From an optimization exercise on the open Yosys and OpenROAD flow, aimed at small area; shortcuts taken in it are not production practice. In this exercise RTL edits were held to simulation tests only and were not proved equivalent to the original.

== pepper ==
// Multiplier32Bit
module Multiplier32Bit (
	input[31:0] multiplicand,
	input[31:0] multiplier,
	input clk,
	input enable,
	input reset_n,
	output[31:0] aBus,
	output valid
);
export LEC_CHECK = 0
export CAP_MARGIN = 20
export CORE_MARGIN = 2
export CORE_UTILIZATION = 40
export CTS_BUF_LIST = sky130_fd_sc_hd__clkbuf_8
export SLEW_MARGIN = 20
export SYNTH_HIERARCHICAL = 1
export SYNTH_MINIMUM_KEEP_SIZE = 0
create_clock -name core_clock -period 10.0 [get_ports {clk}]
standard.sh (not shown) runs the stock make flow with config.mk's settings and CLKGATE_MAP_FILE= SYNTH_SCRIPT=/design/flow/synth_recipe.tcl, a recipe that flattens the netlist after the stock synthesis.
==> flow/flow/run.sh <==
#!/bin/bash
export BUFFER_PORTS_ARGS="-buffer_cell sky130_fd_sc_hd__buf_1"
export CTS_ARGS="-sink_clustering_enable -repair_clock_nets -dont_use_dummy_load -buf_list sky130_fd_sc_hd__clkbuf_4"
export POST_FLOORPLAN_TCL="$PWD/flow/downsize.tcl"
bash standard.sh RECOVER_POWER=100 finish > standard.log 2>&1
==> flow/flow/downsize.tcl <==
# Sourced after floorplanning (POST_FLOORPLAN_TCL): set every logic cell to
# the smallest drive strength of its function. Placement-stage repair and
# timing repair size up again where timing or slew needs it.
set db [ord::get_db]
set n 0
foreach inst [[ord::get_db_block] getInsts] {
  set m [[$inst getMaster] getName]
  if {![regexp {^(sky130_fd_sc_hd__[a-z0-9]+)_([0-9]+)$} $m -> base drive]} { continue }
  if {[regexp {dfxtp|dfrtp|conb|tap|fill|decap|clkbuf|clkinv|clkdly|dly} $base]} { continue }
  foreach d {0 1 2} {
    if {$d >= $drive} { break }
    set cand "${base}_$d"
    if {[$db findMaster $cand] != "NULL" && [llength [get_lib_cells -quiet $cand]] > 0 && [lsearch $::env(DONT_USE_CELLS) $cand] < 0} {
      replace_cell [$inst getName] $cand
      incr n
      break
    }
  }
}
puts "downsize: $n cells set to their smallest drive strength"
Every stage of the flow completed for pepper, and the final layout passed the timing, DRC and antenna checks.
Edits applied to the flow inputs when going from pepper to sierra:
Settings: CORE_UTILIZATION now 75, was 40.
==> flow/flow/run.sh <==
#!/bin/bash
export BUFFER_PORTS_ARGS="-buffer_cell sky130_fd_sc_hd__buf_1"
export CTS_ARGS="-sink_clustering_enable -repair_clock_nets -dont_use_dummy_load -buf_list sky130_fd_sc_hd__clkbuf_8"
export POST_FLOORPLAN_TCL="$PWD/flow/downsize.tcl"
bash standard.sh RECOVER_POWER=100 finish > standard.log 2>&1
## What came out
The wire length of the first global-routing pass on pepper is in line with that on sierra.
pepper ended up with acc[22] as its critical path capture point; sierra ended up with acc[24].
Note that the number of cells on the critical path recorded for sierra amounts to 0.897 times the value seen in pepper.
Setup slack in sierra is smaller than in pepper.
Compared with pepper, sierra shows highest achievable clock rate lower by 1.7%.
Changes observed in sierra relative to pepper: die area now sits lower, routed wire length dropped about 6%, total routing resource utilization after global routing climbed 14 points.
Modified inputs, tundra compared to sierra
Settings: CORE_UTILIZATION now 40, was 75.
==> flow/flow/run.sh <==
#!/bin/bash
export BUFFER_PORTS_ARGS="-buffer_cell sky130_fd_sc_hd__buf_1"
export CTS_ARGS="-repair_clock_nets -dont_use_dummy_load -buf_list sky130_fd_sc_hd__clkbuf_4"
export POST_FLOORPLAN_TCL="$PWD/flow/downsize.tcl"
bash standard.sh RECOVER_POWER=100 finish > standard.log 2>&1
### Flow results
Critical path capture point: acc[24] -> sierra, acc[22] -> tundra
Comparing the two runs side by side, tundra comes out behind sierra on finished layout cell area.
Instance count after placement with tap cells included went up by more than 10% going from sierra to tundra.
For zinc, these inputs were changed with respect to tundra:
Settings: GPL_TIMING_DRIVEN: unset -> 0.
==> flow/flow/run.sh <==
#!/bin/bash
export BUFFER_PORTS_ARGS="-buffer_cell sky130_fd_sc_hd__buf_1"
export CTS_ARGS="-sink_clustering_enable -repair_clock_nets -dont_use_dummy_load -buf_list sky130_fd_sc_hd__clkbuf_4"
export POST_FLOORPLAN_TCL="$PWD/flow/downsize.tcl"
bash standard.sh RECOVER_POWER=100 finish > standard.log 2>&1
Notes after the runs:
- Taking tundra as the reference, in zinc latest clock arrival within the worst-skew pair saw a decrease, final cell count grew by 16, worst-case hold slack comparable.
> inputs changed (zinc -> quartz)
Settings: clearing GPL_TIMING_DRIVEN, which used to be 0.
==> flow/flow/run.sh <==
#!/bin/bash
export BUFFER_PORTS_ARGS="-buffer_cell sky130_fd_sc_hd__buf_1"
export POST_FLOORPLAN_TCL="$PWD/flow/downsize.tcl"
bash standard.sh RECOVER_POWER=100 finish > standard.log 2>&1
--- outcome ---
- quartz went all the way through synthesis, placement and routing and the layout is clean on timing, DRC and antenna.
- quartz vs zinc — latest clock arrival within the worst-skew pair dropped 0.05 ns.
- Measured against each other, zinc and quartz differ in minimum setup slack among reg-to-reg paths, the lower figure coming from quartz.
- Taking zinc as the reference, in quartz count of endpoints failing hold in the final timing report level, post-place instance area moved down.
- From zinc to quartz the numbers moved as follows: final period utilization now smaller; overall global routing resource usage shows a reduction of 1.1 points.
- [quartz] number of multi-input combinational cells fell about 0.66% relative to zinc
- Min count of clock-buffer cells in the layout across zinc and quartz: zinc

## afterwards: timing with drivers on the ports
The flow's constraints put no driver on any port. The routed layouts listed below were extracted and timed again, unchanged, in two steps.
Step 1 (the two cells are an assumption about what drives the block):
set clk [get_ports {clk}]
set_driving_cell -lib_cell sky130_fd_sc_hd__clkbuf_16 $clk
set_driving_cell -lib_cell sky130_fd_sc_hd__buf_2 [delete_from_list [all_inputs] $clk]
Step 2, shift: input delay + t, output delay - t, t = (earliest + latest rising clock arrival at the registers) / 2. This alone moves slack from input paths to output paths.
Three values: no drivers, after step 1, after step 2; two values: the first two.
| run | shift t [ns] | setup WS [ns] | latest minus earliest clock arrival (ns) | slew at the worst register clock pin (ns) |
|---|---|---|---|---|
| pepper | 0.409 | 0.561 / 0.575 / 0.166 | 0.009 / 0.008 | 0.11 / 0.11 |
| sierra | 0.323 | 0.402 / 0.402 / 0.080 | 0.017 / 0.017 | 0.08 / 0.08 |
| tundra | 0.409 | 0.561 / 0.575 / 0.166 | 0.009 / 0.008 | 0.11 / 0.11 |
| zinc | 0.397 | 0.426 / 0.443 / 0.047 | 0.007 / 0.007 | 0.11 / 0.11 |
| quartz | 0.345 | 0.477 / 0.492 / 0.147 | 0.009 / 0.009 | 0.08 / 0.08 |
After both steps every run listed still meets setup and hold.
